What follows belongs to an exercise in optimizing a design on an open flow for small area; a production flow would make more cautious choices.
At most, simulation tests tie the RTL to the original design; equivalence was not proved.
Power figures rest on the tool's default switching activity, not on a simulated workload.

==> yarrow <==
// ALUUnit
module ALUUnit(clock, ALUOp, funct, a, b, result, zero, carryOut);
==> module ALU32Bit, before the edit <==
module ALU32Bit(zero, carryOut, result, a, b, op);
	input [31:0] a, b;
	input [2:0] op;
	output [31:0] result;
	output zero, carryOut;
	wire sub = op[2];
	wire [31:0] bx = b ^ {32{sub}};
	wire [31:0] g = a & bx;
	wire [31:0] p = a ^ bx;
	wire G0_0 = g[0] | (p[0] & sub);
	wire G1_1 = g[1] | (p[1] & G0_0);
	wire G1_3 = g[3] | (p[3] & g[2]);
	wire P1_3 = p[3] & p[2];
	wire G1_5 = g[5] | (p[5] & g[4]);
	wire P1_5 = p[5] & p[4];
	wire G1_7 = g[7] | (p[7] & g[6]);
	wire P1_7 = p[7] & p[6];
	wire G1_9 = g[9] | (p[9] & g[8]);
	wire P1_9 = p[9] & p[8];
	wire G1_11 = g[11] | (p[11] & g[10]);
	wire P1_11 = p[11] & p[10];
	wire G1_13 = g[13] | (p[13] & g[12]);
	wire P1_13 = p[13] & p[12];
	wire G1_15 = g[15] | (p[15] & g[14]);
	wire P1_15 = p[15] & p[14];
	wire G1_17 = g[17] | (p[17] & g[16]);
	wire P1_17 = p[17] & p[16];
	wire G1_19 = g[19] | (p[19] & g[18]);
	wire P1_19 = p[19] & p[18];
	wire G1_21 = g[21] | (p[21] & g[20]);
	wire P1_21 = p[21] & p[20];
	wire G1_23 = g[23] | (p[23] & g[22]);
	wire P1_23 = p[23] & p[22];
	wire G1_25 = g[25] | (p[25] & g[24]);
	wire P1_25 = p[25] & p[24];
	wire G1_27 = g[27] | (p[27] & g[26]);
	wire P1_27 = p[27] & p[26];
	wire G1_29 = g[29] | (p[29] & g[28]);
	wire P1_29 = p[29] & p[28];
	wire G1_31 = g[31] | (p[31] & g[30]);
	wire P1_31 = p[31] & p[30];
	wire G2_3 = G1_3 | (P1_3 & G1_1);
	wire G2_7 = G1_7 | (P1_7 & G1_5);
	wire P2_7 = P1_7 & P1_5;
	wire G2_11 = G1_11 | (P1_11 & G1_9);
	wire P2_11 = P1_11 & P1_9;
	wire G2_15 = G1_15 | (P1_15 & G1_13);
	wire P2_15 = P1_15 & P1_13;
	wire G2_19 = G1_19 | (P1_19 & G1_17);
	wire P2_19 = P1_19 & P1_17;
	wire G2_23 = G1_23 | (P1_23 & G1_21);
	wire P2_23 = P1_23 & P1_21;
	wire G2_27 = G1_27 | (P1_27 & G1_25);
	wire P2_27 = P1_27 & P1_25;
	wire G2_31 = G1_31 | (P1_31 & G1_29);
	wire P2_31 = P1_31 & P1_29;
	wire G3_7 = G2_7 | (P2_7 & G2_3);
	wire G3_15 = G2_15 | (P2_15 & G2_11);
	wire P3_15 = P2_15 & P2_11;
	wire G3_23 = G2_23 | (P2_23 & G2_19);
	wire P3_23 = P2_23 & P2_19;
	wire G3_31 = G2_31 | (P2_31 & G2_27);
	wire P3_31 = P2_31 & P2_27;
	wire G4_15 = G3_15 | (P3_15 & G3_7);
	wire G4_31 = G3_31 | (P3_31 & G3_23);
	wire P4_31 = P3_31 & P3_23;
	wire G5_31 = G4_31 | (P4_31 & G4_15);
	wire G6_23 = G3_23 | (P3_23 & G4_15);
	wire G7_11 = G2_11 | (P2_11 & G3_7);
	wire G7_19 = G2_19 | (P2_19 & G4_15);
	wire G7_27 = G2_27 | (P2_27 & G6_23);
	wire G8_5 = G1_5 | (P1_5 & G2_3);
	wire G8_9 = G1_9 | (P1_9 & G3_7);
	wire G8_13 = G1_13 | (P1_13 & G7_11);
	wire G8_17 = G1_17 | (P1_17 & G4_15);
	wire G8_21 = G1_21 | (P1_21 & G7_19);
	wire G8_25 = G1_25 | (P1_25 & G6_23);
	wire G8_29 = G1_29 | (P1_29 & G7_27);
	wire G9_2 = g[2] | (p[2] & G1_1);
	wire G9_4 = g[4] | (p[4] & G2_3);
	wire G9_6 = g[6] | (p[6] & G8_5);
	wire G9_8 = g[8] | (p[8] & G3_7);
	wire G9_10 = g[10] | (p[10] & G8_9);
	wire G9_12 = g[12] | (p[12] & G7_11);
	wire G9_14 = g[14] | (p[14] & G8_13);
	wire G9_16 = g[16] | (p[16] & G4_15);
	wire G9_18 = g[18] | (p[18] & G8_17);
	wire G9_20 = g[20] | (p[20] & G7_19);
	wire G9_22 = g[22] | (p[22] & G8_21);
	wire G9_24 = g[24] | (p[24] & G6_23);
	wire G9_26 = g[26] | (p[26] & G8_25);
	wire G9_28 = g[28] | (p[28] & G7_27);
	wire G9_30 = g[30] | (p[30] & G8_29);
	wire [32:0] c;
	assign c[0] = sub;
	assign c[1] = G0_0;
	assign c[2] = G1_1;
	assign c[3] = G9_2;
	assign c[4] = G2_3;
	assign c[5] = G9_4;
	assign c[6] = G8_5;
	assign c[7] = G9_6;
	assign c[8] = G3_7;
	assign c[9] = G9_8;
	assign c[10] = G8_9;
	assign c[11] = G9_10;
	assign c[12] = G7_11;
	assign c[13] = G9_12;
	assign c[14] = G8_13;
	assign c[15] = G9_14;
	assign c[16] = G4_15;
	assign c[17] = G9_16;
	assign c[18] = G8_17;
	assign c[19] = G9_18;
	assign c[20] = G7_19;
	assign c[21] = G9_20;
	assign c[22] = G8_21;
	assign c[23] = G9_22;
	assign c[24] = G6_23;
	assign c[25] = G9_24;
	assign c[26] = G8_25;
	assign c[27] = G9_26;
	assign c[28] = G7_27;
	assign c[29] = G9_28;
	assign c[30] = G8_29;
	assign c[31] = G9_30;
	assign c[32] = G5_31;
	wire [31:0] s = p ^ c[31:0];
	wire cout = c[32];
	wire logic_op = ~op[1] & ~op[2];
	wire arith = op[1] & ~op[0];
	wire slt = op[2] & op[1] & op[0];
	wire ep = arith | (logic_op & op[0]);
	assign result = (({32{ep}} & p) ^ (({32{arith}} & c[31:0]) | ({32{logic_op}} & g)))
		| {31'b0, slt & ~cout};
	assign carryOut = arith & (cout ^ sub);
	assign zero = ~|result;
endmodule
clock: 5.0 ns
lec_check: 0
cap_margin: 20
core_margin: 2
core_utilization: 40
slew_margin: 20
standard.sh (not shown) runs the stock make flow with config.mk's settings and CLKGATE_MAP_FILE= SYNTH_SCRIPT=/design/flow/synth_recipe.tcl, a recipe that flattens the netlist after the stock synthesis.
==> flow/flow/run.sh <==
#!/bin/bash
# Standard ORFS layout with three changes: synthesis maps the logic with
# an area-oriented ABC script (flow/synth.abc) in place of ORFS's speed
# script (the registers come out as in the standard synthesis), the port
# buffers use the smallest buffer, and CTS builds its tree from clkbuf_4
# without dummy loads.
set -euo pipefail
export BUFFER_PORTS_ARGS="-buffer_cell sky130_fd_sc_hd__buf_1"
export CTS_ARGS="-sink_clustering_enable -repair_clock_nets -dont_use_dummy_load -buf_list sky130_fd_sc_hd__clkbuf_4"
export MY_ABC_SCRIPT=$PWD/flow/synth.abc
# synth_recipe.tcl with ORFS's ABC script swapped for flow/synth.abc
{
  head -n 1 synth_recipe.tcl
  cat flow/abc_override.tcl
  tail -n +2 synth_recipe.tcl
} > my_synth.tcl
sed -e "s#$PWD/synth_recipe.tcl#$PWD/my_synth.tcl#g" standard.sh > my_standard.sh
grep -q my_synth.tcl my_standard.sh
bash my_standard.sh finish > standard_flow.log 2>&1
==> flow/flow/abc_override.tcl <==
proc abc {args} {
  set i [lsearch -exact $args -script]
  if { $i >= 0 } { lset args [expr {$i + 1}] $::env(MY_ABC_SCRIPT) }
  yosys abc {*}$args
}
==> flow/flow/synth.abc <==
&get -n
&st
&dch
&nf -R 20 -p -E 100
&put
==> cedar (differences from yarrow) <==
==> flow/flow/synth.abc (replaced) <==
&get -n
&st
&dch
&nf -R 1000 -p -E 100
&put
--- a/flow/config.mk
+++ b/flow/config.mk
@@ -7,5 +7,6 @@
 export LEC_CHECK = 0
 export CAP_MARGIN = 20
 export CORE_MARGIN = 2
-export CORE_UTILIZATION = 40
+export CORE_UTILIZATION = 55
+export PLACE_DENSITY_LB_ADDON = 0.2
 export SLEW_MARGIN = 20
==> delta (differences from yarrow) <==
==> flow/design.v (replaced) <==
module ALUControl(operation, ALUOp, ff);
	input [1:0] ALUOp;
	input [5:0] ff;
	output [2:0] operation;
	assign operation[0] = ALUOp[1] & (ff[0] | ff[3]);
	assign operation[1] = ~ALUOp[1] | ~ff[2];
	assign operation[2] = (ALUOp[1] & ff[1]) | ALUOp[0];
endmodule
module ALU32Bit(zero, carryOut, result, a, b, op);
	input [31:0] a, b;
	input [2:0] op;
	output [31:0] result;
	output zero, carryOut;
	wire sub = op[2];
	wire [31:0] bx = b ^ {32{sub}};
	wire [32:0] s = {1'b0, a} + {1'b0, bx} + {32'b0, sub};
	wire cout = s[32];
	wire [31:0] g = a & bx;
	wire [31:0] p = a ^ bx;
	wire logic_op = ~op[1] & ~op[2];
	wire arith = op[1] & ~op[0];
	wire slt = op[2] & op[1] & op[0];
	assign result = ({32{logic_op}} & (g | ({32{op[0]}} & p)))
		| ({32{arith}} & s[31:0])
		| {31'b0, slt & ~cout};
	assign carryOut = arith & (cout ^ sub);
	assign zero = ~|result;
endmodule
module ALUUnit(clock, ALUOp, funct, a, b, result, zero, carryOut);
	input clock;
	input [1:0] ALUOp;
	input [5:0] funct;
	input [31:0] a, b;
	output reg [31:0] result;
	output zero;
	output reg carryOut;
	wire [2:0] operation;
	wire [31:0] aluResult;
	wire aluZero, aluCarry;
	reg [31:0] resultQ;
	reg carryQ;
	ALUControl ctl(operation, ALUOp, funct);
	ALU32Bit alu(aluZero, aluCarry, aluResult, a, b, operation);
	always @(posedge clock)
	begin
		resultQ <= aluResult;
		if (operation == 3'd2 || operation == 3'd6)
			carryQ <= aluCarry;
		result <= resultQ;
		carryOut <= carryQ;
	end
	assign zero = ~|result;
endmodule
==> flow/run.sh (new file) <==
#!/bin/bash
# synth_recipe.tcl (not shown) runs the flow's synth.tcl, then flattens the netlist and writes it again
# the make line also repeats each setting of config.mk as NAME=value (left out here)
make -C /OpenROAD-flow-scripts/flow DESIGN_CONFIG=/design/flow/config.mk WORK_HOME=/design/flow/orfs CLKGATE_MAP_FILE= SYNTH_SCRIPT=/design/flow/synth_recipe.tcl finish
removed: flow/flow/run.sh
removed: flow/flow/abc_override.tcl
removed: flow/flow/synth.abc
removed: flow/standard.sh
==> results by group <==
Floorplanning
  – Horiz. Die Dim: 79.70 um

Drt
  – M1 WL: 3012 um
  – Final wirelength: 7289 um
  – 1st-iter DRT viols: 215

Power and ir drop
  – Clock network power: 239 uW
  – Largest vdd supply drop: 183.7 uV
  – Pwr Density: 377.3 nW/um2

Status
  – Status: no timing/DRC/antenna violations

Place
  – Pre-CTS setup slack: -0.09146 ns

Logic synthesis
  – Post-synth top cells: 65 x dfxtp_1, 41 x nand2_1, 33 x xnor2_1
  – Largest family of logic cells by synthesized area: XOR/XNOR gates
  – Synthesized instance count: 316

Final layout
  – NonClk Buf Share: 12.27%
  – Bufs w/o clock: 114

Clock network
  – Worst-Skew Late Latency: 0.40 ns

Setup path
  – Worst path depth: 19
  – Crit path launch: ALUOp[1]
The numbers above come from cedar.

==> results by group <==
Setup path
  – Crit path launch: funct[1]
  – Worst Path Arrival: 4.55 ns
  – Worst path depth: 13
  – Crit path capture type: flop

Drt
  – 1st-iter DRT viols: 229
  – M1 WL: 5674 um
  – Final wirelength: 11490 um

Power and ir drop
  – Clock network power: 427 uW
  – Pwr Density: 344.2 nW/um2
  – Largest vdd supply drop: 158.9 uV

Final layout
  – Bufs w/o clock: 109

Logic synthesis
  – Post-synth top cells: 65 x dfxtp_1, 41 x nand2_1, 39 x ha_1
  – Synthesized instance count: 468

Place
  – Pre-CTS setup slack: 0.3699 ns

Clock network
  – Worst-Skew Late Latency: 0.31 ns

Status
  – Status: no timing/DRC/antenna violations
The numbers above come from delta.

==> results by group <==
STA
  – Period minus WS final: 4.573 ns
  – Unrepaired setup endpoints after global routing: false

Drt
  – M1 WL: 3115 um
  – Final wirelength: 7057 um

Place
  – Pre-CTS setup slack: 0.05005 ns

Setup path
  – Reg2reg start: carryQ
  – Crit path launch: ALUOp[1]

Global route
  – Met1 usage: 20.19%

Power and ir drop
  – Largest vdd supply drop: 99.86 uV
  – Pwr Density: 370.2 nW/um2
  – Clock network power: 230 uW

Final layout
  – Bufs w/o clock: 111
  – NonClk Buf Share: 12.09%

Logic synthesis
  – Synthesized instance count: 318
  – Post-synth top cells: 65 x dfxtp_1, 43 x nand2_1, 33 x xnor2_1
  – Largest family of logic cells by synthesized area: XOR/XNOR gates

Min path
  – Hold path depth: 0

Status
  – Status: no timing/DRC/antenna violations

Clock network
  – Worst-Skew Late Latency: 0.38 ns
The numbers above come from yarrow.

No functional check of the RTL was part of delta.

## re-timing with driven ports
Ports are ideal in the flow. The routed layouts listed here were re-timed in OpenROAD.
Step 1: set_driving_cell puts a clkbuf_16 on clock and a buf_2 on each other input, an assumption about the parent block.
Step 2, shift: input delay + t, output delay - t, t = (earliest + latest rising clock arrival at the registers) / 2. This alone moves slack from input paths to output paths.
a / b / c = ideal ports / drivers / drivers and shift; a / b = the first two.
| run | shift t [ns] | slack for setup (ns) | worst slew at a driven data input, ns |
|---|---|---|---|
| yarrow | 0.397 | 0.427 / 0.432 / 0.034 | 0.04 |
| cedar | 0.411 | 0.475 / 0.473 / 0.062 | 0.04 |
| delta | 0.340 | 0.641 / 0.647 / 0.307 | 0.04 |
After both steps every run listed still meets setup and hold. For cedar, which loses most, drivers alone change the setup slack by -0.002 ns; drivers and shift together by -0.413 ns.
